This design comes from an exercise in tuning for small area on the open sky130 flow, not from production work.
Where RTL was checked, it was by simulation tests only, not by an equivalence proof against the original.
For run 1, only the layout was checked, not whether the RTL still works.
The flow treats the clock pin as an ideal source. Dropping or thinning the clock tree relies on that and would not hold on a real chip.
Power figures rest on the tool's default switching activity, not on a simulated workload.

==> flow/design.v, too long to show whole: its modules and the start of the top module <==
// module FIR: 893 lines
// module fa: 4 lines
// module mx: 3 lines
// module mx1: 3 lines
// module ctl: 4 lines
// module ha: 4 lines
// module aoi21: 3 lines
// module nand2: 3 lines
// module nor2: 3 lines
// module oai21: 3 lines
module FIR(
	input				clk,
	input				rst_n,
	input				clk_en,
	input  [15:0]	filter_in,
	output [15:0]	filter_out
);
  // ...
==> flow/flow/run.sh <==
#!/bin/bash
# Layout: the standard ORFS flow (standard.sh), with these changes passed to ORFS
# through its own variables and step hooks:
#  - the ports are buffered with the smallest buffer (buf_1) instead of the flow's default;
#  - clock tree synthesis uses clkbuf_8 buffers and inserts no dummy loads;
#  - useful skew: the output registers out[*] are clocked from the root of the clock tree
#    through a chain of delay cells (flow/skew_cts.tcl, after clock tree synthesis), which
#    gives the paths from the delay line into them more time; before clock tree synthesis
#    the same skew is given to the timing-driven steps as ideal clock latency
#    (flow/skew_pre.tcl).  The paths from out[*] to the ports have ample slack.
# The full output of the flow goes to flow.log in this folder; ORFS keeps each step's log
# under orfs/logs/.
set -euo pipefail
HERE=$(pwd)
export BUFFER_PORTS_ARGS="-buffer_cell sky130_fd_sc_hd__buf_1"
export CTS_ARGS="-sink_clustering_enable -repair_clock_nets -buf_list sky130_fd_sc_hd__clkbuf_8 -dont_use_dummy_load"
export SKEW_CHAIN="dlygate4sd3_1 dlygate4sd3_1 dlygate4sd1_1 dlygate4sd1_1 clkbuf_8"
export SKEW_SEL_NDLY=1
export SKEW_IDEAL_NS=1.65
export PRE_FLOORPLAN_TCL=$HERE/flow/skew_pre.tcl
export POST_CTS_TCL=$HERE/flow/skew_cts.tcl
export SKIP_CTS_REPAIR_TIMING=1
bash standard.sh > flow.log 2>&1
==> flow/flow/skew_cts.tcl <==
# Hook after clock tree synthesis: clock the output registers out[*] through a chain of delay
# cells from the root of the clock tree, so the long path from the delay line into them gets
# more time (useful skew between registers; the paths from out[*] to the ports have room).
# Then legalize and repair timing as the CTS step would.
set block [ord::get_db_block]
set db [ord::get_db]
set flops {}
foreach inst [$block getInsts] {
  if { [string match "out*" [$inst getName]] && [string match "sky130_fd_sc_hd__df*" [[$inst getMaster] getName]] } {
    lappend flops $inst
  }
}
puts "skew: [llength $flops] output registers"
set pins {}
foreach f $flops { lappend pins [get_pins -of_objects [get_cells [$f getName]] -filter "name == CLK"] }
unset_clock_latency $pins
set root [$block findInst clkbuf_0_clk]
set prev [[$root findITerm X] getNet]
set cx 0
set cy 0
foreach f $flops {
  set loc [$f getLocation]
  set cx [expr {$cx + [lindex $loc 0]}]
  set cy [expr {$cy + [lindex $loc 1]}]
}
set cx [expr {int($cx / [llength $flops])}]
set cy [expr {int($cy / [llength $flops])}]
set chain {}
foreach c $::env(SKEW_CHAIN) { lappend chain sky130_fd_sc_hd__$c }
set i 0
foreach mname $chain {
  set inst [odb::dbInst_create $block [$db findMaster $mname] "skew_cell$i"]
  set net [odb::dbNet_create $block "skew_clk$i"]
  $net setSigType CLOCK
  [$inst findITerm A] connect $prev
  [$inst findITerm X] connect $net
  $inst setLocation $cx $cy
  $inst setPlacementStatus PLACED
  set prev $net
  incr i
}
set oldnets {}
foreach f $flops {
  set it [$f findITerm CLK]
  lappend oldnets [$it getNet]
  $it disconnect
  $it connect $prev
}
# clock buffers left without loads are removed
foreach n [lsort -unique $oldnets] {
  set nloads 0
  foreach it [$n getITerms] {
    if { [$it isInputSignal] } { incr nloads }
  }
  if { $nloads == 0 } {
    set drv [$n getFirstOutput]
    if { $drv != "NULL" } {
      set bi [$drv getInst]
      puts "skew: removing clock buffer [$bi getName] left without loads"
      odb::dbInst_destroy $bi
    }
    odb::dbNet_destroy $n
  }
}
# The select signals of the output registers' multiplexers (ld_o, hold_o) come from the
# clk_en input and the clr register, which are timed on the normal clock: delay each of
# them once, at its driver, instead of leaving the hold repair to pad every load.
foreach nname {ld_o hold_o} {
  set net [$block findNet $nname]
  if { $net == "NULL" } { continue }
  set loads {}
  foreach it [$net getITerms] {
    if { [$it isInputSignal] } { lappend loads $it }
  }
  set prev $net
  for {set k 0} {$k < $::env(SKEW_SEL_NDLY)} {incr k} {
    set inst [odb::dbInst_create $block [$db findMaster sky130_fd_sc_hd__dlygate4sd3_1] "skewsel_${nname}_c$k"]
    set n2 [odb::dbNet_create $block "skewsel_${nname}_n$k"]
    [$inst findITerm A] connect $prev
    [$inst findITerm X] connect $n2
    set drv [$net getFirstOutput]
    set loc [[$drv getInst] getLocation]
    $inst setLocation [lindex $loc 0] [lindex $loc 1]
    $inst setPlacementStatus PLACED
    set prev $n2
  }
  foreach it $loads {
    $it disconnect
    $it connect $prev
  }
}
global_connect
set_placement_padding -global \
  -left $::env(CELL_PAD_IN_SITES_DETAIL_PLACEMENT) \
  -right $::env(CELL_PAD_IN_SITES_DETAIL_PLACEMENT)
detailed_placement
estimate_parasitics -placement
report_clock_skew
report_checks -path_delay min -format end -group_path_count 60 -endpoint_path_count 1
report_checks -path_delay min -through [get_pins -of_objects [get_cells out*] -filter "name == D"] -format full -group_path_count 1
repair_timing_helper
detailed_placement
check_placement -verbose
report_checks -path_delay max -format end -group_path_count 3
report_checks -path_delay min -format end -group_path_count 3
==> flow/flow/skew_pre.tcl <==
# Hook before floorplanning: the output registers will be clocked late (see skew_cts.tcl);
# tell the timing-driven steps before clock tree synthesis about it as ideal clock latency.
set skew_pins {}
foreach inst [get_cells *] {
  set ref [get_property $inst ref_name]
  if { [string match "out*" [get_property $inst name]] && [string match "sky130_fd_sc_hd__df*" $ref] } {
    lappend skew_pins [get_pins -of_objects $inst -filter "name == CLK"]
  }
}
puts "skew: [llength $skew_pins] output registers get ideal clock latency $::env(SKEW_IDEAL_NS) ns"
set_clock_latency $::env(SKEW_IDEAL_NS) $skew_pins
==> flow/standard.sh <==
#!/bin/bash
# synth_recipe.tcl (not shown) runs the flow's synth.tcl, then flattens the netlist and writes it again
# the make line also repeats each setting of config.mk as NAME=value (left out here)
make -C /OpenROAD-flow-scripts/flow DESIGN_CONFIG=/design/flow/config.mk WORK_HOME=/design/flow/orfs CLKGATE_MAP_FILE= SYNTH_SCRIPT=/design/flow/synth_recipe.tcl "${@:-finish}"
==> flow/config.mk <==
export PLATFORM = sky130hd
export DESIGN_NAME = FIR
export DESIGN_NICKNAME = FIR
export VERILOG_FILES = /design/flow/design.v
export SDC_FILE = /design/flow/constraint.sdc
export NUM_CORES = 4
export LEC_CHECK = 0
export CAP_MARGIN = 20
export CORE_MARGIN = 2
export CORE_UTILIZATION = 50
export HOLD_SLACK_MARGIN = 0.1
export SLEW_MARGIN = 20
export SYNTH_HIERARCHICAL = 1
==> flow/constraint.sdc <==
create_clock -name core_clock -period 6.0 [get_ports {clk}]
set_input_delay 1.2000 -clock core_clock [delete_from_list [all_inputs] [get_ports {clk}]]
set_output_delay 1.2000 -clock core_clock [all_outputs]
set_load 0.01 [all_outputs]
==> flow_summary_export.csv, run 1 <==
group,metric,value,unit
status,status,"finished clean",
timing,setup_slack,252,ps
worst_setup_path,reg2reg_depth,27,
logic_synthesis,yosysSeqAreaShare,29.3,%
worst_setup_path,critical_path.max_fanout,3,
floorplan,rows,56,
cells_and_area,multiInputGateArea,8550,sq um
logic_synthesis,synth-simple-area-share,3.88,%
cells_and_area,final_common_cell,"a22o_1",
cells_and_area,fill_cells,2040,
cells_and_area,final_cell_mix,"a22o_1 (176), fa_1 (171), dfxtp_1 (169)",
cells_and_area,final_cells,1417,
global_route,grt_first_pass_wirelength,44.0,mm
timing,finalSetupViolCount,0,
logic_synthesis,syn_nets,1294,
worst_setup_path,cp-startpoint,"d1[1]$_DFF_P_",
pwr,power_density,196,nW/um^2
pwr,pg_comb,0.000718,W
logic_synthesis,synth-async-reset-ratio,0.565,%
worst_setup_path,critPathCaptureType,"register",
pwr,switching_power,0.000807,W
worst_hold_path,min_delay_path_depth,7,
cells_and_area,antenna_cells,0,
worst_setup_path,reg2reg_slack,250,ps
worst_setup_path,reg2reg_to,"out[13]$_DFF_P_",
cells_and_area,flops_and_latches,177,
logic_synthesis,synthTopCellsByArea,"dfxtp_1 (29%), fa_1 (29%), a22o_1 (13%)",
cells_and_area,inverters_excl_clock,63,
==> inputs of run 2 (changes only) <==
--- a/flow/design.v
+++ b/flow/design.v
@@ -617,83 +617,97 @@
 wire s852, c853; ha us852 (.a(c812), .b(s813), .s(s852), .co(c853));
 wire s854, c855; ha us854 (.a(c814), .b(s815), .s(s854), .co(c855));
 wire s856, c857; ha us856 (.a(c816), .b(s817), .s(s856), .co(c857));
 wire s858, c859; ha us858 (.a(c818), .b(s819), .s(s858), .co(c859));
 wire s860, c861; ha us860 (.a(c820), .b(s821), .s(s860), .co(c861));
 wire s862, c863; ha us862 (.a(c822), .b(s823), .s(s862), .co(c863));
 wire s864, c865; ha us864 (.a(c824), .b(s825), .s(s864), .co(c865));
 wire s866, c867; ha us866 (.a(c826), .b(1'b1), .s(s866), .co(c867));
-wire Sag868 = c839 | (s838 & k837);
-wire Sag869 = c841 | (s840 & Sag868);
-wire Sag870 = c845 | (s844 & c843);
-wire Sap871 = s844 & s842;
-wire Sag872 = c849 | (s848 & c847);
-wire Sap873 = s848 & s846;
-wire Sag874 = c853 | (s852 & c851);
-wire Sap875 = s852 & s850;
-wire Sag876 = c857 | (s856 & c855);
-wire Sap877 = s856 & s854;
-wire Sag878 = c861 | (s860 & c859);
-wire Sap879 = s860 & s858;
-wire Sag880 = c865 | (s864 & c863);
-wire Sap881 = s864 & s862;
-wire Sag882 = 1'b0 | (1'b1 & c867);
-wire Sap883 = 1'b1 & s866;
-wire Sag884 = c843 | (s842 & Sag869);
-wire Sag885 = Sag870 | (Sap871 & Sag869);
-wire Sag886 = c851 | (s850 & Sag872);
-wire Sap887 = s850 & Sap873;
-wire Sag888 = Sag874 | (Sap875 & Sag872);
-wire Sap889 = Sap875 & Sap873;
-wire Sag890 = c859 | (s858 & Sag876);
-wire Sap891 = s858 & Sap877;
-wire Sag892 = Sag878 | (Sap879 & Sag876);
-wire Sap893 = Sap879 & Sap877;
-wire Sag894 = c867 | (s866 & Sag880);
-wire Sap895 = s866 & Sap881;
-wire Sag896 = Sag882 | (Sap883 & Sag880);
-wire Sap897 = Sap883 & Sap881;
-wire Sag898 = c847 | (s846 & Sag885);
-wire Sag899 = Sag872 | (Sap873 & Sag885);
-wire Sag900 = Sag886 | (Sap887 & Sag885);
-wire Sag901 = Sag888 | (Sap889 & Sag885);
-wire Sag902 = c863 | (s862 & Sag892);
-wire Sap903 = s862 & Sap893;
-wire Sag904 = Sag880 | (Sap881 & Sag892);
-wire Sap905 = Sap881 & Sap893;
-wire Sag906 = Sag894 | (Sap895 & Sag892);
-wire Sap907 = Sap895 & Sap893;
-wire Sag908 = Sag896 | (Sap897 & Sag892);
-wire Sap909 = Sap897 & Sap893;
-wire Sag910 = c855 | (s854 & Sag901);
-wire Sag911 = Sag876 | (Sap877 & Sag901);
-wire Sag912 = Sag890 | (Sap891 & Sag901);
-wire Sag913 = Sag892 | (Sap893 & Sag901);
-wire Sag914 = Sag902 | (Sap903 & Sag901);
-wire Sag915 = Sag904 | (Sap905 & Sag901);
-wire Sag916 = Sag906 | (Sap907 & Sag901);
-wire Sag917 = Sag908 | (Sap909 & Sag901);
-wire Sax918 = s838 ^ k837;
-wire Sax919 = s840 ^ Sag868;
-wire Sax920 = s842 ^ Sag869;
-wire Sax921 = s844 ^ Sag884;
-wire Sax922 = s846 ^ Sag885;
-wire Sax923 = s848 ^ Sag898;
-wire Sax924 = s850 ^ Sag899;
-wire Sax925 = s852 ^ Sag900;
-wire Sax926 = s854 ^ Sag901;
-wire Sax927 = s856 ^ Sag910;
-wire Sax928 = s858 ^ Sag911;
-wire Sax929 = s860 ^ Sag912;
-wire Sax930 = s862 ^ Sag913;
-wire Sax931 = s864 ^ Sag914;
-wire Sax932 = s866 ^ Sag915;
-wire Sax933 = 1'b1 ^ Sag916;
-wire [15:0] S = {Sax933, Sax932, Sax931, Sax930, Sax929, Sax928, Sax927, Sax926, Sax925, Sax924, Sax923, Sax922, Sax921, Sax920, Sax919, Sax918};
+wire g868; aoi21 ug868 (.a(c839), .b(s838), .c(k837), .y(g868));
+wire g869; aoi21 ug869 (.a(c843), .b(s842), .c(c841), .y(g869));
+wire g870; nand2 ug870 (.a(s842), .b(s840), .y(g870));
+wire g871; aoi21 ug871 (.a(c847), .b(s846), .c(c845), .y(g871));
+wire g872; nand2 ug872 (.a(s846), .b(s844), .y(g872));
+wire g873; aoi21 ug873 (.a(c851), .b(s850), .c(c849), .y(g873));
+wire g874; nand2 ug874 (.a(s850), .b(s848), .y(g874));
+wire g875; aoi21 ug875 (.a(c855), .b(s854), .c(c853), .y(g875));
+wire g876; nand2 ug876 (.a(s854), .b(s852), .y(g876));
+wire g877; aoi21 ug877 (.a(c859), .b(s858), .c(c857), .y(g877));
+wire g878; nand2 ug878 (.a(s858), .b(s856), .y(g878));
+wire g879; aoi21 ug879 (.a(c863), .b(s862), .c(c861), .y(g879));
+wire g880; nand2 ug880 (.a(s862), .b(s860), .y(g880));
+wire g881; aoi21 ug881 (.a(c867), .b(s866), .c(c865), .y(g881));
+wire g882; nand2 ug882 (.a(s866), .b(s864), .y(g882));
+wire i883 = ~g868;
+wire g884; aoi21 ug884 (.a(c841), .b(s840), .c(i883), .y(g884));
+wire g885; oai21 ug885 (.a(g870), .b(g868), .c(g869), .y(g885));
+wire i886 = ~g871;
+wire g887; aoi21 ug887 (.a(c849), .b(s848), .c(i886), .y(g887));
+wire i888 = ~g872;
+wire g889; nand2 ug889 (.a(s848), .b(i888), .y(g889));
+wire g890; oai21 ug890 (.a(g874), .b(g871), .c(g873), .y(g890));
+wire g891; nor2 ug891 (.a(g874), .b(g872), .y(g891));
+wire i892 = ~g875;
+wire g893; aoi21 ug893 (.a(c857), .b(s856), .c(i892), .y(g893));
+wire i894 = ~g876;
+wire g895; nand2 ug895 (.a(s856), .b(i894), .y(g895));
+wire g896; oai21 ug896 (.a(g878), .b(g875), .c(g877), .y(g896));
+wire g897; nor2 ug897 (.a(g878), .b(g876), .y(g897));
+wire i898 = ~g879;
+wire g899; aoi21 ug899 (.a(c865), .b(s864), .c(i898), .y(g899));
+wire i900 = ~g880;
+wire g901; nand2 ug901 (.a(s864), .b(i900), .y(g901));
+wire g902; oai21 ug902 (.a(g882), .b(g879), .c(g881), .y(g902));
+wire g903; nor2 ug903 (.a(g882), .b(g880), .y(g903));
+wire g904; aoi21 ug904 (.a(c845), .b(s844), .c(g885), .y(g904));
+wire i905 = ~g885;
+wire g906; oai21 ug906 (.a(g872), .b(i905), .c(g871), .y(g906));
+wire g907; oai21 ug907 (.a(g889), .b(i905), .c(g887), .y(g907));
+wire g908; aoi21 ug908 (.a(g890), .b(g891), .c(g885), .y(g908));
+wire g909; aoi21 ug909 (.a(c861), .b(s860), .c(g896), .y(g909));
+wire g910; nand2 ug910 (.a(s860), .b(g897), .y(g910));
+wire i911 = ~g896;
+wire g912; oai21 ug912 (.a(g880), .b(i911), .c(g879), .y(g912));
+wire g913; nand2 ug913 (.a(i900), .b(g897), .y(g913));
+wire g914; oai21 ug914 (.a(g901), .b(i911), .c(g899), .y(g914));
+wire i915 = ~g901;
+wire g916; nand2 ug916 (.a(i915), .b(g897), .y(g916));
+wire g917; aoi21 ug917 (.a(g902), .b(g903), .c(g896), .y(g917));
+wire g918; nand2 ug918 (.a(g903), .b(g897), .y(g918));
+wire i919 = ~g908;
+wire g920; aoi21 ug920 (.a(c853), .b(s852), .c(i919), .y(g920));
+wire g921; oai21 ug921 (.a(g876), .b(g908), .c(g875), .y(g921));
+wire g922; oai21 ug922 (.a(g895), .b(g908), .c(g893), .y(g922));
+wire g923; aoi21 ug923 (.a(g896), .b(g897), .c(i919), .y(g923));
+wire g924; oai21 ug924 (.a(g910), .b(g908), .c(g909), .y(g924));
+wire i925 = ~g912;
+wire g926; oai21 ug926 (.a(g913), .b(g908), .c(i925), .y(g926));
+wire i927 = ~g914;
+wire g928; oai21 ug928 (.a(g916), .b(g908), .c(i927), .y(g928));
+wire g929; oai21 ug929 (.a(g918), .b(g908), .c(g917), .y(g929));
+wire g930; nand2 ug930 (.a(1'b1), .b(g929), .y(g930));
+wire Sax931 = s838 ^ k837;
+wire Sax932 = ~(s840 ^ g868);
+wire Sax933 = ~(s842 ^ g884);
+wire Sax934 = s844 ^ g885;
+wire Sax935 = ~(s846 ^ g904);
+wire Sax936 = s848 ^ g906;
+wire Sax937 = s850 ^ g907;
+wire Sax938 = ~(s852 ^ g908);
+wire Sax939 = ~(s854 ^ g920);
+wire Sax940 = s856 ^ g921;
+wire Sax941 = s858 ^ g922;
+wire Sax942 = ~(s860 ^ g923);
+wire Sax943 = s862 ^ g924;
+wire Sax944 = s864 ^ g926;
+wire Sax945 = s866 ^ g928;
+wire Sax946 = 1'b1 ^ g929;
+wire i947 = ~g930;
+wire [15:0] S = {Sax946, Sax945, Sax944, Sax943, Sax942, Sax941, Sax940, Sax939, Sax938, Sax937, Sax936, Sax935, Sax934, Sax933, Sax932, Sax931};
 wire [15:0] d1_n;
 mx md1_n0 (.s1(ld), .a(d0[0]), .s0(hold), .b(d1[0]), .y(d1_n[0]));
 mx md1_n1 (.s1(ld), .a(d0[1]), .s0(hold), .b(d1[1]), .y(d1_n[1]));
 mx md1_n2 (.s1(ld), .a(d0[2]), .s0(hold), .b(d1[2]), .y(d1_n[2]));
 mx md1_n3 (.s1(ld), .a(d0[3]), .s0(hold), .b(d1[3]), .y(d1_n[3]));
 mx md1_n4 (.s1(ld), .a(d0[4]), .s0(hold), .b(d1[4]), .y(d1_n[4]));
 mx md1_n5 (.s1(ld), .a(d0[5]), .s0(hold), .b(d1[5]), .y(d1_n[5]));
 mx md1_n6 (.s1(ld), .a(d0[6]), .s0(hold), .b(d1[6]), .y(d1_n[6]));
--- a/flow/flow/run.sh
+++ b/flow/flow/run.sh
@@ -9,15 +9,14 @@
 #    the same skew is given to the timing-driven steps as ideal clock latency
 #    (flow/skew_pre.tcl).  The paths from out[*] to the ports have ample slack.
 # The full output of the flow goes to flow.log in this folder; ORFS keeps each step's log
 # under orfs/logs/.
 set -euo pipefail
 HERE=$(pwd)
 export BUFFER_PORTS_ARGS="-buffer_cell sky130_fd_sc_hd__buf_1"
 export CTS_ARGS="-sink_clustering_enable -repair_clock_nets -buf_list sky130_fd_sc_hd__clkbuf_8 -dont_use_dummy_load"
-export SKEW_CHAIN="dlygate4sd3_1 dlygate4sd3_1 dlygate4sd1_1 dlygate4sd1_1 clkbuf_8"
-export SKEW_SEL_NDLY=1
-export SKEW_IDEAL_NS=1.65
+export SKEW_NDLY=2
+export SKEW_IDEAL_NS=1.15
 export PRE_FLOORPLAN_TCL=$HERE/flow/skew_pre.tcl
 export POST_CTS_TCL=$HERE/flow/skew_cts.tcl
 export SKIP_CTS_REPAIR_TIMING=1
 bash standard.sh > flow.log 2>&1
==> flow/flow/skew_cts.tcl (replaced) <==
# Hook after clock tree synthesis: clock the output registers out[*] through a chain of delay
# cells from the root of the clock tree, so the long path from the delay line into them gets
# more time (useful skew between registers; the paths from out[*] to the ports have room).
# Then legalize and repair timing as the CTS step would.
set block [ord::get_db_block]
set db [ord::get_db]
set flops {}
foreach inst [$block getInsts] {
  if { [string match "out*" [$inst getName]] && [string match "sky130_fd_sc_hd__df*" [[$inst getMaster] getName]] } {
    lappend flops $inst
  }
}
puts "skew: [llength $flops] output registers"
set pins {}
foreach f $flops { lappend pins [get_pins -of_objects [get_cells [$f getName]] -filter "name == CLK"] }
unset_clock_latency $pins
set root [$block findInst clkbuf_0_clk]
set prev [[$root findITerm X] getNet]
set cx 0
set cy 0
foreach f $flops {
  set loc [$f getLocation]
  set cx [expr {$cx + [lindex $loc 0]}]
  set cy [expr {$cy + [lindex $loc 1]}]
}
set cx [expr {int($cx / [llength $flops])}]
set cy [expr {int($cy / [llength $flops])}]
set chain {}
for {set i 0} {$i < $::env(SKEW_NDLY)} {incr i} { lappend chain sky130_fd_sc_hd__dlygate4sd3_1 }
lappend chain sky130_fd_sc_hd__clkbuf_8
set i 0
foreach mname $chain {
  set inst [odb::dbInst_create $block [$db findMaster $mname] "skew_cell$i"]
  set net [odb::dbNet_create $block "skew_clk$i"]
  $net setSigType CLOCK
  [$inst findITerm A] connect $prev
  [$inst findITerm X] connect $net
  $inst setLocation $cx $cy
  $inst setPlacementStatus PLACED
  set prev $net
  incr i
}
foreach f $flops {
  set it [$f findITerm CLK]
  $it disconnect
  $it connect $prev
}
global_connect
set_placement_padding -global \
  -left $::env(CELL_PAD_IN_SITES_DETAIL_PLACEMENT) \
  -right $::env(CELL_PAD_IN_SITES_DETAIL_PLACEMENT)
detailed_placement
estimate_parasitics -placement
report_clock_skew
report_checks -path_delay min -format end -group_path_count 60 -endpoint_path_count 1
report_checks -path_delay min -through [get_pins -of_objects [get_cells out*] -filter "name == D"] -format full -group_path_count 1
repair_timing_helper
detailed_placement
check_placement -verbose
report_checks -path_delay max -format end -group_path_count 3
report_checks -path_delay min -format end -group_path_count 3
==> flow/config.mk (replaced) <==
export PLATFORM = sky130hd
export DESIGN_NAME = FIR
export DESIGN_NICKNAME = FIR
export VERILOG_FILES = /design/flow/design.v
export SDC_FILE = /design/flow/constraint.sdc
export NUM_CORES = 4
export LEC_CHECK = 0
export CAP_MARGIN = 20
export CORE_MARGIN = 2
export CORE_UTILIZATION = 40
export SLEW_MARGIN = 20
export SYNTH_HIERARCHICAL = 1
==> run 2 against run 1 <==
Final cell count grew 6.4%. Cell area shrank 1.3%. Synthesized cell count grew 4.0%. Die area grew 26%. Still clean. Critical path depth shrank 2. Sequential cell count is the same.
==> flow_summary_export.csv, run 2 <==
group,metric,value,unit
detailed_routing,ant_nets,0,
timing,finalMaxSlewViolations,0,
floorplan,start_util,40.4,%
logic_synthesis,syn_area_per_cell,11.9,sq um
timing,hold_violations,0,
global_route,grt_use_met2,29.1,%
global_route,busiest_layer,"met2",
worst_setup_path,required,7490,ps
cells_and_area,fill_cells,2819,
timing,skew,1140,ps
pwr,switching_power,0.000839,W
clock_network,clock_latency,1590,ps
logic_synthesis,syn_inst,1031,
timing,worst_pin_slew,1070,ps
global_route,grt_util_all_layers,17.2,%
cells_and_area,areaGrowthSynthToFinish,9.32,%
logic_synthesis,synth-async-reset-ratio,0.565,%
worst_setup_path,arrival,7180,ps
status,status,"finished clean",
global_route,use_met1,22.3,%
timing,tns,0,ps
detailed_routing,first_pass_iters,4,
pwr,vdd_drop_max,0.124,mV
timing,finalSetupViolCount,0,
logic_synthesis,synthTopCellsByArea,"dfxtp_1 (29%), fa_1 (28%), a22o_1 (13%)",
logic_synthesis,ys_warn_count,7,
pwr,intPower,0.00186,W
detailed_routing,drc,0,
logic_synthesis,synth-edff-count,0,
logic_synthesis,yosysTopAreaCell,"dfxtp_1",
floorplan,dieArea,32100,sq um
global_route,grt_antenna_before_repair,0,
clock_network,clk_pin_slew_worst_paths,90,ps
global_route,grt_first_pass_wirelength,42.3,mm
detailed_routing,vias,7878,
logic_synthesis,yosysSeqAreaShare,29.0,%
floorplan,core,30300,sq um
cells_and_area,antenna_cells,0,
pwr,seqPwrFrac,47.0,%
detailed_routing,vias_per_cell,5.23,
pwr,p_leak,6.26,nW
floorplan,fp.dieW,179,um
clock_network,cts_tree,"built",
clock_network,cts.sinks,177,
floorplan,ioPinCount,35,
cells_and_area,drive_gt1_share,9.27,%
floorplan,die_h,179,um
worst_hold_path,hold_path.class,"register to register",
detailed_routing,routed_wl,25.7,mm
global_route,overflow,0,
logic_synthesis,ys_ff_latch,177,
worst_setup_path,worstSetupPathType,"register to register",
logic_synthesis,yosysUniqueCellTypes,43,
global_route,first_global_vias,8148,
placed_design,port_buffers,34,
timing,fin_crit_sh,94.8,%
pwr,power_density,202,nW/um^2
job,drv_cap,0,
logic_synthesis,synth_top_area_share,28.8,%
worst_setup_path,critical_path.max_fanout,8,
cells_and_area,utilization,44.1,%
global_route,use_met3,3.16,%
logic_synthesis,ys.flop_type,"dfxtp_1",
detailed_routing,routedWlPerCell,17.0,um
logic_synthesis,syn-cell-area,12300,sq um
placed_design,dp_hpwl,20.4,mm
pwr,swShare,31.1,%
timing,fin_crit,5690,ps
timing,fmax,176,MHz
floorplan,rows,64,
pwr,comb_power_share,28.4,%
timing,slew_headroom,28.8,%
pwr,clkPwrFrac,24.6,%
logic_synthesis,synth_common_cells,"a22o_1 (176), dfxtp_1 (176), fa_1 (173)",
logic_synthesis,syn_nets,1329,
cells_and_area,final_cell_mix,"a22o_1 (176), dfxtp_1 (176), fa_1 (173)",
cells_and_area,fin_nets,1411,
placed_design,place_congestion,0.796,
global_route,grt_start_max_net_pins,101,
worst_setup_path,start_kind,"register",
worst_setup_path,critPathCaptureType,"register",
detailed_routing,first_iter_violations,384,
[run 2: changes by cell type in the layout (fill, tap and decap cells not counted), sizes merged, moves of 5 or more]
cell | before | now
buf | 74 | 60
nor2 | 25 | 38
ha | 111 | 106
a21oi | 41 | 49
inv | 63 | 78
nand2 | 32 | 40
o21ai | 26 | 46
dlygate4sd3 | 15 | 3
o211ai | 6 | 0
a21o | 12 | 4
[run 2: cell type report, without the clock buffers]
type                       count  area, sq um  area share, %
buffer                         3         33.8          0.252
inverter                      78          293           2.19
multi-input combinational    775         8460           63.1
sequential                   177         3550           26.5
tap                          396          495           3.70
timing repair buffer          61          333           2.48
[run 2: modules after synthesis, one instance, submodules excluded]
module  area, sq um  cells  copies in the design  flops+latches
FIR            5540    493                     1            177
aoi21          8.76      1                    36              0
ctl            17.5      2                     1              0
fa             20.0      1                   173              0
ha             12.5      1                    88              0
mx             8.76      1                   176              0
nand2          3.75      1                    29              0
nor2           3.75      1                     6              0
oai21          5.00      1                    28              0
[run 2: path summary, 6_finish.rpt]
kind	start	endpoint	slack [ps]	cells past startpoint
max	d2[1]$_DFF_P_	out[11]$_DFF_P_	310	25
min	d6[15]$_DFF_P_	out[14]$_DFF_P_	200	5
max reg2reg	d2[1]$_DFF_P_	out[11]$_DFF_P_	310	25
min reg2reg	d6[15]$_DFF_P_	out[14]$_DFF_P_	200	5
max in group asynchronous	rst_n	clr$_DFF_PN1_	5320	1
min in group asynchronous	rst_n	clr$_DFF_PN1_	660	1
[run 2: kinds of logic after synthesis]
group                      after synthesis  synth area share [%]
AOI/OAI and AO/OA                      306                  20.1
buffers and inverters                   79                  2.42
and+or+nand+nor                        122                  4.64
adders and majority gates              279                  39.1
DFF                                    177                  29.0
other                                    2                0.0613
xor gates and xnor gates                66                  4.72
[run 2: per-layer routing]
layer	up-vias	wire length, um
met2	72	13000
met3	21	672
li1	3840	-
met1	3945	11600
met4	0	357
met5	-	0
[run 2: worst max-delay path, stage by stage (launching register included)]
cell and delay, ps:
dfxtp_1 410, ha_1 260, ha_1 190, o21a_1 170, o21a_1 200, o21ai_0 240, a21oi_1 210, o41ai_2 310
buf_4 190, o2111a_2 290, o21bai_1 90, xor2_1 140, buf_4 160, fa_1 450, fa_1 540, fa_1 440
fa_1 540, fa_1 410, ha_1 340, a21oi_2 200, o21ai_1 130, a21oi_4 230, inv_1 120, a21oi_2 140
xnor2_1 80, a22o_1 200
[run 2: per-stage QoR]
stage	setup slack (ps)	std cells	hold slack (ps)	area (sq um)	power, W
finish	312	1507	204	13400	0.00270
global route	-5.88	1507	278	13400	0.00288
detailed placement	177	1485	-66.7	13100	0.00205
global placement	237	1485	-57.0	13100	0.00204
floorplan	778	1031	-277	12300	0.00188
[run 2: power by group through the flow]
stage / registers (W) / clock network [W] / logic (W)
after floorplan: 0.00128 / 0 / 0.000599
after global placement: 0.00130 / 0 / 0.000748
after detailed placement: 0.00130 / 0 / 0.000758
after global routing: 0.00128 / 0.000736 / 0.000871
final: 0.00127 / 0.000664 / 0.000768
==> inputs of run 3 (changes only) <==
--- a/flow/flow/run.sh
+++ b/flow/flow/run.sh
@@ -16,4 +16,4 @@
 export CTS_ARGS="-sink_clustering_enable -repair_clock_nets -buf_list sky130_fd_sc_hd__clkbuf_8 -dont_use_dummy_load"
-export SKEW_NDLY=2
-export SKEW_IDEAL_NS=1.15
+export SKEW_NDLY=3
+export SKEW_IDEAL_NS=1.75
 export PRE_FLOORPLAN_TCL=$HERE/flow/skew_pre.tcl
==> run 3 against run 2 <==
Combinational power shrank 1%. Largest power group unchanged. Die area is the same. Power grew 0.12%.
==> flow_summary_export.csv, run 3 <==
group,metric,value,unit
worst_setup_path,critPathMostFrequentCell,"fa_1",
global_route,busiest_layer,"met2",
timing,finalSetupViolCount,0,
placed_design,place_congestion,0.782,
cells_and_area,final_cell_mix,"a22o_1 (176), dfxtp_1 (176), fa_1 (173)",
clock_network,clk_pin_slew_worst_paths,100,ps
floorplan,dieArea,32100,sq um
timing,worst_pin_slew,1020,ps
cells_and_area,areaGrowthSynthToFinish,9.57,%
worst_setup_path,arrival,7760,ps
pwr,vdd_drop_max,0.126,mV
floorplan,die_h,179,um
clock_network,cts.sinks,177,
global_route,use_met3,3.39,%
floorplan,core,30300,sq um
pwr,p_leak,6.26,nW
placed_design,pre_cts_slack,711,ps
status,status,"finished clean",
cells_and_area,drive_gt1_share,7.48,%
detailed_routing,first_iter_violations,411,
global_route,grt_util_all_layers,17.2,%
pwr,p_total,0.00270,W
logic_synthesis,syn_area_per_cell,11.9,sq um
placed_design,port_buffers,34,
timing,fin_crit_sh,94.9,%
logic_synthesis,synthTopCellsByArea,"dfxtp_1 (29%), fa_1 (28%), a22o_1 (13%)",
timing,slew_headroom,32.0,%
logic_synthesis,ys.flop_type,"dfxtp_1",
worst_setup_path,start_kind,"register",
logic_synthesis,yosysTopAreaCell,"dfxtp_1",
logic_synthesis,synth_top_area_share,28.8,%
floorplan,ioPinCount,35,
clock_network,cts_tree,"built",
cells_and_area,fill_cells,2855,
logic_synthesis,synth_common_cells,"a22o_1 (176), dfxtp_1 (176), fa_1 (173)",
detailed_routing,routed_wl,25.7,mm
logic_synthesis,ys_ff_latch,177,
worst_setup_path,crit_slowest_cell,"dlygate4sd3_1",
timing,fmax,176,MHz
logic_synthesis,ys_warn_count,7,
global_route,grt_use_met2,29.1,%
detailed_routing,drc,0,
worst_hold_path,hold_path.class,"register to register",
timing,skew,1730,ps
global_route,first_global_vias,8205,
logic_synthesis,syn-cell-area,12300,sq um
worst_setup_path,required,8070,ps
clock_network,clock_latency,2170,ps
logic_synthesis,synth-async-reset-ratio,0.565,%
global_route,overflow,0,
logic_synthesis,syn_inst,1031,
timing,setup_slack,304,ps
global_route,use_met1,22.1,%
detailed_routing,vias_per_cell,5.26,
worst_setup_path,cp_top_family,"adder cells",
timing,tns,0,ps
detailed_routing,routedWlPerCell,17.1,um
floorplan,rows,64,
job,drv_cap,0,
detailed_routing,vias,7923,
detailed_routing,ant_nets,0,
floorplan,fp.dieW,179,um
worst_setup_path,path_buf_inv,3,
timing,hold_violations,0,
pwr,power_density,201,nW/um^2
floorplan,start_util,40.4,%
logic_synthesis,synth-edff-count,0,
global_route,grt_first_pass_wirelength,42.2,mm
global_route,grt_start_max_net_pins,111,
cells_and_area,antenna_cells,0,
logic_synthesis,yosysSeqAreaShare,29.0,%
logic_synthesis,yosysUniqueCellTypes,43,
logic_synthesis,syn_nets,1329,
worst_setup_path,critical_path.max_fanout,5,
worst_setup_path,max_stage_delay,540,ps
timing,finalMaxSlewViolations,0,
cells_and_area,fin_nets,1409,
timing,fin_crit,5700,ps
detailed_routing,first_pass_iters,5,
timing,grt_setup_unrepaired,"no",
worst_setup_path,critPathCaptureType,"register",
placed_design,dp_hpwl,20.3,mm
global_route,grt_antenna_before_repair,0,
worst_setup_path,worstSetupPathType,"register to register",
## run 3: cell types whose count changed in the layout (fill, tap and decap cells not counted), moves of 2 or more
cell	before	now
buf_12	0	2
buf_4	26	7
dlygate4sd3_1	3	18
o21ai_1	28	30
o21ai_2	4	1
## run 3: area by class of cell, without the clock buffers
type	instances	area [sq um]	area share (%)
multi-input combinational	775	8440	62.9
inverter	78	293	2.18
sequential	177	3550	26.4
timing repair buffer	58	370	2.76
tap	396	495	3.69
buffer	4	43.8	0.326
## run 3: cells by family after synthesis
logic type	count (synthesis)	share of synthesized area, %
buffers and inverters	79	2.42
adder cells (fa/ha/maj)	279	39.1
XOR/XNOR	66	4.72
AO/OA/AOI/OAI	306	20.1
other	2	0.0613
flip-flops	177	29.0
AND/OR/NAND/NOR	122	4.64
## run 3: worst paths after layout
path | start | endpoint | slack, ps | cells after the start
max | d4[1]$_DFF_P_ | out[11]$_DFF_P_ | 300 | 29
min | d5[6]$_DFF_P_ | out[2]$_DFF_P_ | 60 | 7
max reg2reg | d4[1]$_DFF_P_ | out[11]$_DFF_P_ | 300 | 29
min reg2reg | d5[6]$_DFF_P_ | out[2]$_DFF_P_ | 60 | 7
max in group asynchronous | rst_n | clr$_DFF_PN1_ | 5340 | 1
min in group asynchronous | rst_n | clr$_DFF_PN1_ | 640 | 1
## run 3: Yosys stat by module (local to each module, per instance)
module | cell area (sq um) | copies in the design
FIR | 5540 | 1
aoi21 | 8.76 | 36
ctl | 17.5 | 1
fa | 20.0 | 173
ha | 12.5 | 88
mx | 8.76 | 176
nand2 | 3.75 | 29
nor2 | 3.75 | 6
oai21 | 5.00 | 28
## run 3: through the flow
| step | cells | utilization (%) | hold WS [ps] | instance area [sq um] |
|---|---|---|---|---|
| after floorplan | 1031 | - | -877 | 12300 |
| after global placement | 1467 | 42.7 | -615 | 13000 |
| after detailed placement | 1467 | 42.7 | -640 | 13000 |
| after global routing | 1505 | 44.2 | 114 | 13400 |
| final | 1505 | 44.2 | 64.2 | 13400 |
## run 3: power by group
group          switching (W)  internal [W]  leakage (nW)
sequential         0.0000379       0.00123          1.44
combinational       0.000411      0.000348          4.68
clock               0.000387      0.000289         0.142
## run 3: per-layer routing
layer  up-vias  part of all wire (%)
li1       3824                     -
met1      3963                    45
met2        98                    51
met3        38                   2.6
met4         0                   2.1
met5         -                     0
## run 3: worst register-to-register path: cells and delay by family (launching register included)
family,cells,cell delay (ps)
compound gates,12,2320
xor+xnor,2,280
fa+ha+maj,8,2960
buf+inv,3,760
flops,1,330
simple gates,4,640
==> inputs of run 4 (changes only) <==
--- a/flow/flow/run.sh
+++ b/flow/flow/run.sh
@@ -16,4 +16,4 @@
 export CTS_ARGS="-sink_clustering_enable -repair_clock_nets -buf_list sky130_fd_sc_hd__clkbuf_8 -dont_use_dummy_load"
-export SKEW_NDLY=3
-export SKEW_IDEAL_NS=1.75
+export SKEW_CHAIN="dlygate4sd3_1 dlygate4sd3_1 dlygate4sd1_1 dlygate4sd1_1 clkbuf_8"
+export SKEW_IDEAL_NS=1.65
 export PRE_FLOORPLAN_TCL=$HERE/flow/skew_pre.tcl
--- a/flow/flow/skew_cts.tcl
+++ b/flow/flow/skew_cts.tcl
@@ -28,4 +28,3 @@
 set chain {}
-for {set i 0} {$i < $::env(SKEW_NDLY)} {incr i} { lappend chain sky130_fd_sc_hd__dlygate4sd3_1 }
-lappend chain sky130_fd_sc_hd__clkbuf_8
+foreach c $::env(SKEW_CHAIN) { lappend chain sky130_fd_sc_hd__$c }
 set i 0
@@ -42,6 +41,24 @@
 }
+set oldnets {}
 foreach f $flops {
   set it [$f findITerm CLK]
+  lappend oldnets [$it getNet]
   $it disconnect
   $it connect $prev
+}
+# clock buffers left without loads are removed
+foreach n [lsort -unique $oldnets] {
+  set nloads 0
+  foreach it [$n getITerms] {
+    if { [$it isInputSignal] } { incr nloads }
+  }
+  if { $nloads == 0 } {
+    set drv [$n getFirstOutput]
+    if { $drv != "NULL" } {
+      set bi [$drv getInst]
+      puts "skew: removing clock buffer [$bi getName] left without loads"
+      odb::dbInst_destroy $bi
+    }
+    odb::dbNet_destroy $n
+  }
 }
--- a/flow/config.mk
+++ b/flow/config.mk
@@ -10,2 +10,3 @@
 export CORE_UTILIZATION = 40
+export HOLD_SLACK_MARGIN = 0.1
 export SLEW_MARGIN = 20
==> run 4 against run 3 <==
Final cell count shrank 0.27%. Synthesized cell count is the same. Still clean. Synthesized area is the same. Global-route usage shrank 0.094 points. Routed wire length grew 0.31%. Clock skew shrank 150 ps. Die area is the same. Maximum frequency grew 3.4%. Via count shrank 0.58%. Utilization shrank 0.20 points. Power shrank 0.30%.
==> flow_summary_export.csv, run 4 <==
group,metric,value,unit
cells_and_area,antenna_cells,0,
logic_synthesis,yosysUniqueCellTypes,43,
timing,tns,0,ps
global_route,grt_antenna_before_repair,0,
pwr,seqPwrFrac,47.1,%
logic_synthesis,ys_ff_latch,177,
status,status,"finished clean",
logic_synthesis,syn_area_per_cell,11.9,sq um
job,drv_cap,0,
global_route,grt_first_pass_wirelength,42.1,mm
floorplan,die_h,179,um
logic_synthesis,syn_nets,1329,
floorplan,core,30300,sq um
timing,slew_headroom,31.3,%
logic_synthesis,synthTopCellsByArea,"dfxtp_1 (29%), fa_1 (28%), a22o_1 (13%)",
pwr,power_density,202,nW/um^2
pwr,vdd_drop_max,0.130,mV
detailed_routing,routedWlPerCell,17.2,um
logic_synthesis,syn_inst,1031,
placed_design,pre_cts_slack,593,ps
cells_and_area,fin_nets,1405,
pwr,intPower,0.00186,W
timing,skew,1570,ps
logic_synthesis,syn-cell-area,12300,sq um
worst_setup_path,path_buf_inv,2,
clock_network,cts_tree,"built",
detailed_routing,drc,0,
clock_network,cts.sinks,177,
logic_synthesis,yosysSeqAreaShare,29.0,%
clock_network,clk_pin_slew_worst_paths,90,ps
timing,hold_violations,0,
cells_and_area,post-route-cell-area,13400,sq um
placed_design,port_buffers,34,
worst_setup_path,start_kind,"register",
worst_setup_path,reg2reg_depth,28,
timing,fin_crit_sh,91.8,%
floorplan,ioPinCount,35,
pwr,comb_power_share,27.5,%
pwr,p_leak,6.23,nW
detailed_routing,ant_nets,0,
cells_and_area,drive_gt1_share,7.33,%
detailed_routing,first_iter_violations,476,
logic_synthesis,synth-edff-count,0,
global_route,grt_start_max_net_pins,111,
logic_synthesis,synth-async-reset-ratio,0.565,%
placed_design,place_congestion,0.782,
placed_design,dp_hpwl,20.3,mm
worst_hold_path,hold_path.class,"register to register",
logic_synthesis,synth_top_area_share,28.8,%
cells_and_area,final_cell_mix,"a22o_1 (176), dfxtp_1 (176), fa_1 (173)",
worst_setup_path,arrival,7410,ps
worst_setup_path,reg2reg_from,"d4[1]$_DFF_P_",
worst_setup_path,crit_slowest_cell,"fa_1",
placed_design,placed_area,13000,sq um
worst_setup_path,critPathMostFrequentCell,"fa_1",
timing,grt_setup_unrepaired,"no",
global_route,first_global_vias,8181,
worst_setup_path,max_stage_delay,540,ps
logic_synthesis,yosysTopAreaCell,"dfxtp_1",
timing,finalMaxSlewViolations,0,
detailed_routing,routed_wl,25.8,mm
timing,finalSetupViolCount,0,
worst_setup_path,reg2reg_slack,490,ps
timing,worst_pin_slew,1030,ps
floorplan,fp.dieW,179,um
global_route,busiest_layer,"met2",
logic_synthesis,synth_common_cells,"a22o_1 (176), dfxtp_1 (176), fa_1 (173)",
logic_synthesis,ys_warn_count,7,
global_route,grt_util_all_layers,17.1,%
floorplan,start_util,40.4,%
global_route,use_met3,3.27,%
worst_setup_path,cp-endpoint,"out[8]$_DFF_P_",
clock_network,clock_latency,2000,ps
worst_setup_path,critical_path.max_fanout,8,
detailed_routing,vias_per_cell,5.25,
worst_setup_path,required,7900,ps
global_route,grt_use_met2,29.7,%
pwr,swShare,30.9,%
detailed_routing,vias,7877,
global_route,overflow,0,
pwr,switching_power,0.000834,W
pwr,clkPwrFrac,25.5,%
timing,setup_slack,491,ps
worst_setup_path,critPathCaptureType,"register",
worst_setup_path,cp-startpoint,"d4[1]$_DFF_P_",
floorplan,rows,64,
worst_setup_path,reg2reg_to,"out[8]$_DFF_P_",
pwr,p_total,0.00270,W
timing,fin_crit,5510,ps
global_route,use_met1,21.8,%
floorplan,dieArea,32100,sq um
worst_setup_path,path_depth,28,
logic_synthesis,ys.flop_type,"dfxtp_1",
detailed_routing,first_pass_iters,5,
timing,whs,142,ps
worst_setup_path,cp_top_family,"adder cells",
cells_and_area,areaGrowthSynthToFinish,9.08,%
timing,fmax,182,MHz
worst_setup_path,worstSetupPathType,"register to register",
-- run 4: cell counts after synthesis --
Identical to the previous run, type by type.
-- run 4: area by class of cell, without the clock buffers --
class	instances	area [sq um]
Fill cell	2830	17000
Multi-Input combinational cell	775	8420
Sequential cell	177	3550
Tap cell	396	495
Timing Repair Buffer	53	320
Inverter	78	293
Buffer	5	51.3
-- run 4: worst min path at each step --
stage / start / to / cells past startpoint
6_report: d5[13]$_DFF_P_ / out[11]$_DFF_P_ / 8
5_1_grt: clk_en / out[5]$_DFF_P_ / 4
3_5_place_dp: clr$_DFF_PN1_ / out[9]$_DFF_P_ / 2
3_3_place_gp: clr$_DFF_PN1_ / out[10]$_DFF_P_ / 2
2_1_floorplan: clr$_DFF_PN1_ / out[0]$_DFF_P_ / 2
-- run 4: stage by stage --
stage | util [%] | std cells
floorplan | - | 1031
global placement | 42.7 | 1468
detailed placement | 42.7 | 1468
global route | 44.0 | 1501
finish | 44.0 | 1501
-- run 4: modules after synthesis (local to each module, per instance) --
module | cells inside | copies in the design
FIR | 493 | 1
aoi21 | 1 | 36
ha | 1 | 88
oai21 | 1 | 28
mx | 1 | 176
nand2 | 1 | 29
fa | 1 | 173
nor2 | 1 | 6
ctl | 2 | 1
-- run 4: power groups by stage --
stage                     clock (W)  combinational [W]  sequential (W)
after global routing       0.000763           0.000845         0.00128
after detailed placement          0           0.000754         0.00130
final                      0.000686           0.000741         0.00127
after global placement            0           0.000747         0.00130
after floorplan                   0           0.000599         0.00128
-- run 4: routing by layer --
layer / vias to the layer above / part of all wire (%)
met1: 3966 / 45
li1: 3820 / -
met3: 18 / 2.3
met4: 0 / 1.3
met2: 73 / 51
met5: - / 0
-- run 4: worst reg2reg max path, delay by kind of cell, from the launching register on --
family / cells / cell delay [ps]
buf+inv: 2 / 280
fa+ha+maj: 8 / 2980
compound gates: 12 / 2410
flops: 1 / 340
simple gates: 4 / 580
xor+xnor: 2 / 370
-- run 4: cells by family after synthesis --
family	after synthesis	synth area share, %
compound gates	306	20.1
fa+ha+maj	279	39.1
flops	177	29.0
simple gates	122	4.64
buf+inv	79	2.42
xor+xnor	66	4.72
other cells	2	0.0613
==> inputs of run 5 (changes only) <==
--- a/flow/flow/run.sh
+++ b/flow/flow/run.sh
@@ -16,4 +16,4 @@
 export CTS_ARGS="-sink_clustering_enable -repair_clock_nets -buf_list sky130_fd_sc_hd__clkbuf_8 -dont_use_dummy_load"
-export SKEW_CHAIN="dlygate4sd3_1 dlygate4sd3_1 dlygate4sd1_1 dlygate4sd1_1 clkbuf_8"
-export SKEW_IDEAL_NS=1.65
+export SKEW_CHAIN="dlygate4sd3_1 dlygate4sd3_1 dlygate4sd1_1 clkbuf_8"
+export SKEW_IDEAL_NS=1.4
 export PRE_FLOORPLAN_TCL=$HERE/flow/skew_pre.tcl
==> run 5 against run 4 <==
Sequential share of layout area is essentially flat. Highest routed layer unchanged. Die area is the same. Still clean. Sequential power is essentially flat. Synthesized area is the same. Utilization is essentially flat. Register-to-register slack lost 90 ps. Final cell count grew 0.20%.
==> flow_summary_export.csv, run 5 <==
group,metric,value,unit
floorplan,ioPinCount,35,
status,status,"finished clean",
global_route,overflow,0,
timing,slew_headroom,28.9,%
cells_and_area,drive_gt1_share,8.12,%
pwr,swShare,31.2,%
cells_and_area,final_cell_mix,"a22o_1 (176), dfxtp_1 (176), fa_1 (173)",
global_route,grt_util_all_layers,17.2,%
pwr,switching_power,0.000844,W
timing,fin_crit,5600,ps
pwr,power_density,203,nW/um^2
timing,skew,1370,ps
global_route,grt_antenna_before_repair,0,
placed_design,port_buffers,34,
worst_setup_path,required,7720,ps
pwr,clkPwrFrac,25.3,%
detailed_routing,routedWlPerCell,17.1,um
timing,worst_pin_slew,1070,ps
worst_setup_path,crit_slowest_cell,"fa_1",
cells_and_area,fin_nets,1408,
logic_synthesis,syn_area_per_cell,11.9,sq um
floorplan,core,30300,sq um
logic_synthesis,ys.flop_type,"dfxtp_1",
timing,finalSetupViolCount,0,
detailed_routing,drc,0,
logic_synthesis,syn_nets,1329,
cells_and_area,antenna_cells,0,
clock_network,cts.sinks,177,
logic_synthesis,yosysTopAreaCell,"dfxtp_1",
pwr,vdd_drop_max,0.133,mV
detailed_routing,routed_wl,25.7,mm
logic_synthesis,synth_common_cells,"a22o_1 (176), dfxtp_1 (176), fa_1 (173)",
detailed_routing,ant_nets,0,
logic_synthesis,syn-cell-area,12300,sq um
worst_setup_path,critPathCaptureType,"register",
pwr,seqPwrFrac,46.9,%
global_route,grt_start_max_net_pins,96,
cells_and_area,areaGrowthSynthToFinish,9.01,%
floorplan,die_h,179,um
logic_synthesis,ys_ff_latch,177,
worst_setup_path,critical_path.max_fanout,7,
detailed_routing,vias,7895,
floorplan,fp.dieW,179,um
detailed_routing,vias_per_cell,5.25,
logic_synthesis,ys_warn_count,7,
pwr,intPower,0.00186,W
worst_setup_path,arrival,7320,ps
job,drv_cap,0,
pwr,p_leak,6.24,nW
global_route,first_global_vias,8229,
timing,fin_crit_sh,93.3,%
placed_design,place_congestion,0.793,
worst_hold_path,hold_path.class,"register to register",
timing,finalMaxSlewViolations,0,
detailed_routing,first_pass_iters,4,
global_route,grt_first_pass_wirelength,42.5,mm
timing,tns,0,ps
placed_design,dp_hpwl,20.6,mm
logic_synthesis,synthTopCellsByArea,"dfxtp_1 (29%), fa_1 (28%), a22o_1 (13%)",
cells_and_area,final_cells,1504,
timing,fmax,179,MHz
floorplan,rows,64,
timing,grt_setup_unrepaired,"no",
worst_setup_path,max_stage_delay,560,ps
timing,hold_violations,0,
clock_network,clk_pin_slew_worst_paths,100,ps
detailed_routing,first_iter_violations,355,
pwr,comb_power_share,27.8,%
clock_network,clock_latency,1820,ps
logic_synthesis,yosysSeqAreaShare,29.0,%
worst_setup_path,worstSetupPathType,"register to register",
floorplan,dieArea,32100,sq um
logic_synthesis,syn_inst,1031,
clock_network,cts_tree,"built",
logic_synthesis,yosysUniqueCellTypes,43,
floorplan,start_util,40.4,%
worst_setup_path,critPathMostFrequentCell,"fa_1",
logic_synthesis,synth-async-reset-ratio,0.565,%
placed_design,dp.cells,1477,
logic_synthesis,synth_top_area_share,28.8,%
worst_setup_path,start_kind,"register",
logic_synthesis,synth-edff-count,0,
-- run 5: cell counts after synthesis --
No cell type changed its count.
-- run 5: routing by layer --
| layer | vias to the layer above | routed length [um] | GRT usage, % | share of wire [%] |
|---|---|---|---|---|
| li1 | 3829 | - | - | - |
| met1 | 3969 | 11600 | 22.6 | 45 |
| met2 | 74 | 13100 | 29.1 | 51 |
| met3 | 23 | 603 | 2.91 | 2.4 |
| met4 | 0 | 382 | 5.18 | 1.5 |
| met5 | - | 0 | 0 | 0 |
-- run 5: cells by family (layout without fill, tap and decap cells) --
family / Yosys count / after routing / share of synthesized area, %
compound gates: 306 / 306 / 20.1
fa+ha+maj: 279 / 279 / 39.1
flops: 177 / 177 / 29.0
simple gates: 122 / 122 / 4.64
buf+inv: 79 / 156 / 2.42
xor+xnor: 66 / 66 / 4.72
other cells: 2 / 2 / 0.0613
-- run 5: modules after synthesis (local to each module, per instance), excerpt --
module / flops+latches / cells / times used / area, sq um
FIR: 177 / 493 / 1 / 5540
aoi21: 0 / 1 / 36 / 8.76
ctl: 0 / 2 / 1 / 17.5
fa: 0 / 1 / 173 / 20.0
ha: 0 / 1 / 88 / 12.5
nand2: 0 / 1 / 29 / 3.75
nor2: 0 / 1 / 6 / 3.75
oai21: 0 / 1 / 28 / 5.00
-- run 5: worst paths after layout --
check | startpoint | to | slack [ps] | depth (start not counted)
min in group asynchronous | rst_n | clr$_DFF_PN1_ | 630 | 1
hold / removal | d4[15]$_DFF_P_ | out[14]$_DFF_P_ | 100 | 5
max in group asynchronous | rst_n | clr$_DFF_PN1_ | 5350 | 1
setup reg to reg | d1[1]$_DFF_P_ | out[11]$_DFF_P_ | 400 | 28
hold reg to reg | d4[15]$_DFF_P_ | out[14]$_DFF_P_ | 100 | 5
setup / recovery | d1[1]$_DFF_P_ | out[11]$_DFF_P_ | 400 | 28
-- run 5: final cells by class, without the clock buffers --
class	instances	area (sq um)
plain buffers	4	42.5
well taps	396	495
fillers	2871	17000
repair buffers	57	313
flip-flops and latches	177	3550
inverters	78	293
multi-input cells	775	8430
-- run 5: power groups by stage --
stage / Clock (W) / Sequential [W] / Combinational (W)
final: 0.000685 / 0.00127 / 0.000752
after global routing: 0.000760 / 0.00128 / 0.000857
after detailed placement: 0 / 0.00130 / 0.000755
after global placement: 0 / 0.00130 / 0.000747
after floorplan: 0 / 0.00128 / 0.000599
-- run 5: metrics by stage --
| stage | util, % | setup slack [ps] | instance area (sq um) | hold slack (ps) | power (W) |
|---|---|---|---|---|---|
| 2_1_floorplan | - | 1030 | 12300 | -527 | 0.00188 |
| 3_3_place_gp | 42.9 | 372 | 13000 | -300 | 0.00204 |
| 3_5_place_dp | 42.9 | 335 | 13000 | -299 | 0.00205 |
| 5_1_grt | 44.0 | 18.2 | 13400 | 109 | 0.00289 |
| 6_report | 44.0 | 403 | 13400 | 99.9 | 0.00271 |
-- run 5: critical path, delay by kind of cell (launching register included) --
| family | cells | cell delay, ps |
|---|---|---|
| AO/OA/AOI/OAI | 12 | 2410 |
| XOR/XNOR | 2 | 280 |
| adder cells (fa/ha/maj) | 8 | 2980 |
| buffers and inverters | 2 | 220 |
| flip-flops | 1 | 340 |
| AND/OR/NAND/NOR | 4 | 590 |
==> inputs of run 6 (changes only) <==
--- a/flow/config.mk
+++ b/flow/config.mk
@@ -9,3 +9,3 @@
 export CORE_MARGIN = 2
-export CORE_UTILIZATION = 40
+export CORE_UTILIZATION = 50
 export HOLD_SLACK_MARGIN = 0.1
==> run 6 against run 5 <==
Routed wire length up 1.9%. Die area down 20%. Global-route usage up 4.2 points. Synthesized cell count unchanged. First-iteration DRC count down 10%. Sequential share of layout area up 0.21 points. Critical path depth down 1. Final cell count down 5.0%. Sequential power about the same. Critical endpoint is now out[8]$_DFF_P_.
==> flow_summary_export.csv, run 6 <==
group,metric,value,unit
status,status,"finished clean",
placed_design,pre_cts_slack,401,ps
pwr,p_leak,6.23,nW
global_route,grt_start_max_net_pins,103,
detailed_routing,wl_met3,577,um
logic_synthesis,synth-edff-count,0,
detailed_routing,top_layer,"met4",
global_route,grt_antenna_before_repair,0,
global_route,first_global_vias,8325,
timing,fin_crit_sh,93.0,%
worst_setup_path,start_kind,"register",
worst_setup_path,critical_path.max_fanout,8,
worst_setup_path,reg2reg_slack,420,ps
worst_setup_path,worstSetupPathType,"register to register",
worst_setup_path,crit_slowest_cell,"fa_1",
detailed_routing,routed_wl,26.1,mm
floorplan,fp.dieW,161,um
pwr,p_total,0.00270,W
detailed_routing,first_iter_violations,318,
logic_synthesis,syn_nets,1329,
detailed_routing,vias_per_cell,5.52,
worst_hold_path,min_delay_path_depth,5,
logic_synthesis,yosysUniqueCellTypes,43,
logic_synthesis,ys_ff_latch,177,
timing,skew,1360,ps
floorplan,die_h,161,um
detailed_routing,vias,7887,
global_route,overflow,0,
worst_hold_path,hold_path.startpoint,"d4[15]$_DFF_P_",
pwr,power_density,204,nW/um^2
worst_setup_path,max_stage_delay,530,ps
floorplan,start_util,50.7,%
detailed_routing,drc,0,
placed_design,port_buffers,34,
cells_and_area,fin_nets,1405,
worst_hold_path,hold_end,"out[14]$_DFF_P_",
timing,finalMaxSlewViolations,0,
placed_design,place_congestion,0.825,
clock_network,clk_pin_slew_worst_paths,100,ps
logic_synthesis,ys.flop_type,"dfxtp_1",
cells_and_area,final_cell_mix,"a22o_1 (176), dfxtp_1 (176), fa_1 (173)",
logic_synthesis,syn_area_per_cell,11.9,sq um
global_route,grt_first_pass_wirelength,43.2,mm
detailed_routing,first_pass_iters,4,
clock_network,clock_latency,1790,ps
logic_synthesis,synth_common_cells,"a22o_1 (176), dfxtp_1 (176), fa_1 (173)",
timing,hold_violations,0,
worst_setup_path,path_buf_inv,1,
logic_synthesis,yosysSeqAreaShare,29.0,%
timing,slew_headroom,25.9,%
logic_synthesis,syn-cell-area,12300,sq um
timing,tns,0,ps
worst_setup_path,reg2reg_from,"d2[1]$_DFF_P_",
cells_and_area,antenna_cells,0,
timing,setup_slack,422,ps
floorplan,dieArea,25800,sq um
logic_synthesis,synthTopCellsByArea,"dfxtp_1 (29%), fa_1 (28%), a22o_1 (13%)",
worst_setup_path,reg2reg_to,"out[8]$_DFF_P_",
cells_and_area,fill_cells,2159,
job,drv_cap,0,
worst_hold_path,hold_path.class,"register to register",
global_route,grt_util_all_layers,21.5,%
detailed_routing,ant_nets,0,
timing,fmax,179,MHz
floorplan,rows,57,
worst_setup_path,cp_top_family,"adder cells",
worst_setup_path,arrival,7270,ps
logic_synthesis,syn_inst,1031,
logic_synthesis,yosysTopAreaCell,"dfxtp_1",
logic_synthesis,ys_warn_count,7,
floorplan,core,24200,sq um
cells_and_area,areaGrowthSynthToFinish,8.16,%
timing,grt_setup_unrepaired,"no",
floorplan,ioPinCount,35,
timing,finalSetupViolCount,0,
placed_design,dp_hpwl,20.7,mm
cells_and_area,drive_gt1_share,7.78,%
pwr,vdd_drop_max,0.0998,mV
detailed_routing,wl_met2,13.4,mm
worst_setup_path,required,7690,ps
timing,fin_crit,5580,ps
logic_synthesis,synth_top_area_share,28.8,%
detailed_routing,routedWlPerCell,18.3,um
clock_network,cts.sinks,177,
timing,worst_pin_slew,1110,ps
worst_setup_path,critPathMostFrequentCell,"fa_1",
worst_setup_path,critPathCaptureType,"register",
detailed_routing,wl_met1,11.6,mm
logic_synthesis,synth-async-reset-ratio,0.565,%
worst_setup_path,reg2reg_depth,27,
[run 6: cells by family (layout without fill, tap and decap cells)]
kind of cell | after synthesis | after routing | synth area share [%]
buf+inv | 79 | 153 | 2.42
flops | 177 | 177 | 29.0
compound gates | 306 | 306 | 20.1
simple gates | 122 | 122 | 4.64
other cells | 2 | 2 | 0.0613
xor+xnor | 66 | 66 | 4.72
fa+ha+maj | 279 | 279 | 39.1
[run 6: worst max-delay path by stage]
stage / startpoint / depth (start not counted) / to
after floorplan: d1[1]$_DFF_P_ / 28 / out[11]$_DFF_P_
after global placement: d1[1]$_DFF_P_ / 28 / out[8]$_DFF_P_
after detailed placement: d2[1]$_DFF_P_ / 27 / out[11]$_DFF_P_
after global routing: d1[1]$_DFF_P_ / 28 / out[11]$_DFF_P_
final: d2[1]$_DFF_P_ / 27 / out[8]$_DFF_P_
[run 6: per-module statistics from Yosys, one instance, submodules excluded]
module	copies in the design	flops+latches	area, sq um	cells
fa	173	0	20.0	1
nor2	6	0	3.75	1
ctl	1	0	17.5	2
aoi21	36	0	8.76	1
FIR	1	177	5540	493
oai21	28	0	5.00	1
mx	176	0	8.76	1
nand2	29	0	3.75	1
ha	88	0	12.5	1
[run 6: tightest hold or removal path, cell delays in order (launching register included)]
cell and delay, ps:
dfxtp_1 380, ha_1 270, a21o_1 220, ha_1 300
xor2_1 150, a22o_1 140
[run 6: power breakdown]
part,internal [W],switching [W],leakage (nW)
Combinational,0.000344,0.000413,4.66
Sequential,0.00123,0.0000389,1.44
Clock,0.000274,0.000402,0.136
Total,0.00185,0.000854,6.23
[run 6: layer usage]
metal,GRT usage [%],vias to the layer above
met5,0,-
met4,6.72,0
li1,-,3823
met2,37.2,75
met1,27.6,3959
met3,3.62,30
[run 6: layout make-up, without the clock buffers]
cell class              count  area (sq um)  area share [%]
repair buffers             55           313            2.36
inverters                  78           293            2.21
plain buffers               4          42.5           0.321
multi-input cells         775          8430            63.6
flip-flops and latches    177          3550            26.8
well taps                 324           405            3.06
[run 6: metrics by stage]
step	hold slack (ps)	area [sq um]	std cells	util, %
5_1_grt	181	13300	1429	54.8
6_report	144	13300	1429	54.8
2_1_floorplan	-527	12300	1031	-
3_3_place_gp	-285	12900	1403	53.5
3_5_place_dp	-290	12900	1403	53.5
==> inputs of run 7 (changes only) <==
--- a/flow/flow/run.sh
+++ b/flow/flow/run.sh
@@ -16,4 +16,5 @@
 export CTS_ARGS="-sink_clustering_enable -repair_clock_nets -buf_list sky130_fd_sc_hd__clkbuf_8 -dont_use_dummy_load"
-export SKEW_CHAIN="dlygate4sd3_1 dlygate4sd3_1 dlygate4sd1_1 clkbuf_8"
-export SKEW_IDEAL_NS=1.4
+export SKEW_CHAIN="dlygate4sd3_1 dlygate4sd3_1 dlygate4sd3_1 clkbuf_8"
+export SKEW_SEL_NDLY=1
+export SKEW_IDEAL_NS=1.75
 export PRE_FLOORPLAN_TCL=$HERE/flow/skew_pre.tcl
--- a/flow/flow/skew_cts.tcl
+++ b/flow/flow/skew_cts.tcl
@@ -64,2 +64,29 @@
 }
+# The select signals of the output registers' multiplexers (ld_o, hold_o) come from the
+# clk_en input and the clr register, which are timed on the normal clock: delay each of
+# them once, at its driver, instead of leaving the hold repair to pad every load.
+foreach nname {ld_o hold_o} {
+  set net [$block findNet $nname]
+  if { $net == "NULL" } { continue }
+  set loads {}
+  foreach it [$net getITerms] {
+    if { [$it isInputSignal] } { lappend loads $it }
+  }
+  set prev $net
+  for {set k 0} {$k < $::env(SKEW_SEL_NDLY)} {incr k} {
+    set inst [odb::dbInst_create $block [$db findMaster sky130_fd_sc_hd__dlygate4sd3_1] "skewsel_${nname}_c$k"]
+    set n2 [odb::dbNet_create $block "skewsel_${nname}_n$k"]
+    [$inst findITerm A] connect $prev
+    [$inst findITerm X] connect $n2
+    set drv [$net getFirstOutput]
+    set loc [[$drv getInst] getLocation]
+    $inst setLocation [lindex $loc 0] [lindex $loc 1]
+    $inst setPlacementStatus PLACED
+    set prev $n2
+  }
+  foreach it $loads {
+    $it disconnect
+    $it connect $prev
+  }
+}
 global_connect
--- a/flow/config.mk
+++ b/flow/config.mk
@@ -9,3 +9,3 @@
 export CORE_MARGIN = 2
-export CORE_UTILIZATION = 50
+export CORE_UTILIZATION = 40
 export HOLD_SLACK_MARGIN = 0.1
==> run 7 against run 6 <==
Die area increased by 24%. Hold slack got worse by 96 ps. Final cell count increased by 5.7%. Cell area increased by 1.8%. Clock power decreased by 2%. Power about the same. Routed wire length decreased by 2.0%. Global-route usage decreased by 4.3 points. Largest power group unchanged. Setup slack got worse by 23 ps. Clock skew increased by 360 ps. Register-to-register slack got worse by 20 ps.
==> flow_summary_export.csv, run 7 <==
group,metric,value,unit
status,status,"finished clean",
clock_network,cts.sinks,177,
logic_synthesis,yosysTopAreaCell,"dfxtp_1",
clock_network,clock_latency,2150,ps
timing,worst_pin_slew,1030,ps
detailed_routing,routed_wl,25.6,mm
clock_network,clk_pin_slew_worst_paths,100,ps
global_route,overflow,0,
floorplan,ioPinCount,35,
detailed_routing,vias,7879,
timing,skew,1720,ps
timing,hold_violations,0,
logic_synthesis,synthXorXnorAreaFrac,4.72,%
logic_synthesis,syn-cell-area,12300,sq um
logic_synthesis,muxShareOfSynthArea,0,%
timing,fin_crit,5600,ps
global_route,grt_util_all_layers,17.2,%
floorplan,core,30300,sq um
detailed_routing,first_iter_violations,403,
timing,fmax,179,MHz
cells_and_area,areaGrowthSynthToFinish,10.1,%
floorplan,die_h,179,um
cells_and_area,fill_cells,2850,
floorplan,dieArea,32100,sq um
logic_synthesis,yosysSeqAreaShare,29.0,%
logic_synthesis,synth-edff-count,0,
pwr,power_density,200,nW/um^2
worst_setup_path,max_stage_delay,560,ps
worst_setup_path,cp_top_family,"adder cells",
detailed_routing,ant_nets,0,
placed_design,place_congestion,0.782,
global_route,grt_start_max_net_pins,111,
timing,setup_slack,398,ps
pwr,vdd_drop_max,0.122,mV
logic_synthesis,ys.flop_type,"dfxtp_1",
cells_and_area,drive_gt1_share,7.62,%
timing,slew_headroom,31.3,%
timing,fin_crit_sh,93.4,%
timing,tns,0,ps
job,drv_cap,0,
global_route,first_global_vias,8221,
worst_setup_path,path_buf_inv,2,
global_route,grt_antenna_before_repair,0,
worst_setup_path,required,8060,ps
cells_and_area,utilization,44.5,%
timing,grt_setup_unrepaired,"no",
detailed_routing,routedWlPerCell,17.0,um
logic_synthesis,syn_nets,1329,
cells_and_area,final_cell_mix,"a22o_1 (176), dfxtp_1 (176), fa_1 (173)",
==> run 7: cell counts after synthesis <==
Identical to the previous run, type by type.
==> run 7: layout make-up, without the clock buffers <==
class	count	area (sq um)	area share (%)
repair buffers	63	418	3.10
flip-flops and latches	177	3550	26.3
well taps	396	495	3.67
plain buffers	6	63.8	0.473
multi-input cells	775	8450	62.6
inverters	78	293	2.17
==> run 7: metrics by stage <==
step,instances,instance area (sq um),hold WS (ps)
finish,1511,13500,47.4
floorplan,1031,12300,-877
detailed placement,1467,13000,-640
global placement,1467,13000,-615
global route,1511,13500,148
==> run 7: final timing paths <==
kind,cells after the start,start,to,slack [ps]
setup / recovery,28,d4[1]$_DFF_P_,out[14]$_DFF_P_,400
hold / removal,10,d4[14]$_DFF_P_,out[15]$_DFF_P_,50
setup reg to reg,28,d4[1]$_DFF_P_,out[14]$_DFF_P_,400
hold reg to reg,10,d4[14]$_DFF_P_,out[15]$_DFF_P_,50
max in group asynchronous,1,rst_n,clr$_DFF_PN1_,5330
min in group asynchronous,1,rst_n,clr$_DFF_PN1_,650
==> run 7: cell families after synthesis <==
family | count (synthesis)
simple gates | 122
buf+inv | 79
other cells | 2
fa+ha+maj | 279
xor+xnor | 66
flops | 177
compound gates | 306
==> run 7: per-module statistics from Yosys, one instance, submodules excluded, excerpt <==
module,copies in the design,flops+latches
aoi21,36,0
ctl,1,0
fa,173,0
ha,88,0
mx,176,0
nand2,29,0
oai21,28,0
==> run 7: where the power goes <==
part           switching, W  internal (W)
clock              0.000385      0.000276
sequential        0.0000376       0.00123
combinational      0.000414      0.000360
==> run 7: tightest hold or removal path, cell delays in order (launching register included) <==
cell and delay [ps]:
dfxtp_1 370, ha_1 170, o31a_1 260, a21oi_2 140, ha_1 220, a21oi_2 130
o21ai_1 80, a21oi_2 90, o21ai_1 80, inv_1 50, a22o_1 110
==> run 7: per-layer routing <==
layer	part of all wire [%]	routed length (um)	global-route usage (%)	up-vias
met5	0	0	0	-
met4	2.0	503	5.59	0
met3	2.4	611	3.35	33
met2	50	12900	28.9	85
met1	45	11600	22.3	3924
li1	-	-	-	3837

Setup slack of run 7, layout unchanged: 0.398 ns with ideal ports, 0.398 ns with driving cells assumed (clock clkbuf_16, inputs buf_2), 0.398 ns with port delays also shifted by the 1.337 ns mid clock arrival. Its clock arrivals span 0.478 to 2.196 ns, so the last figure is rough.
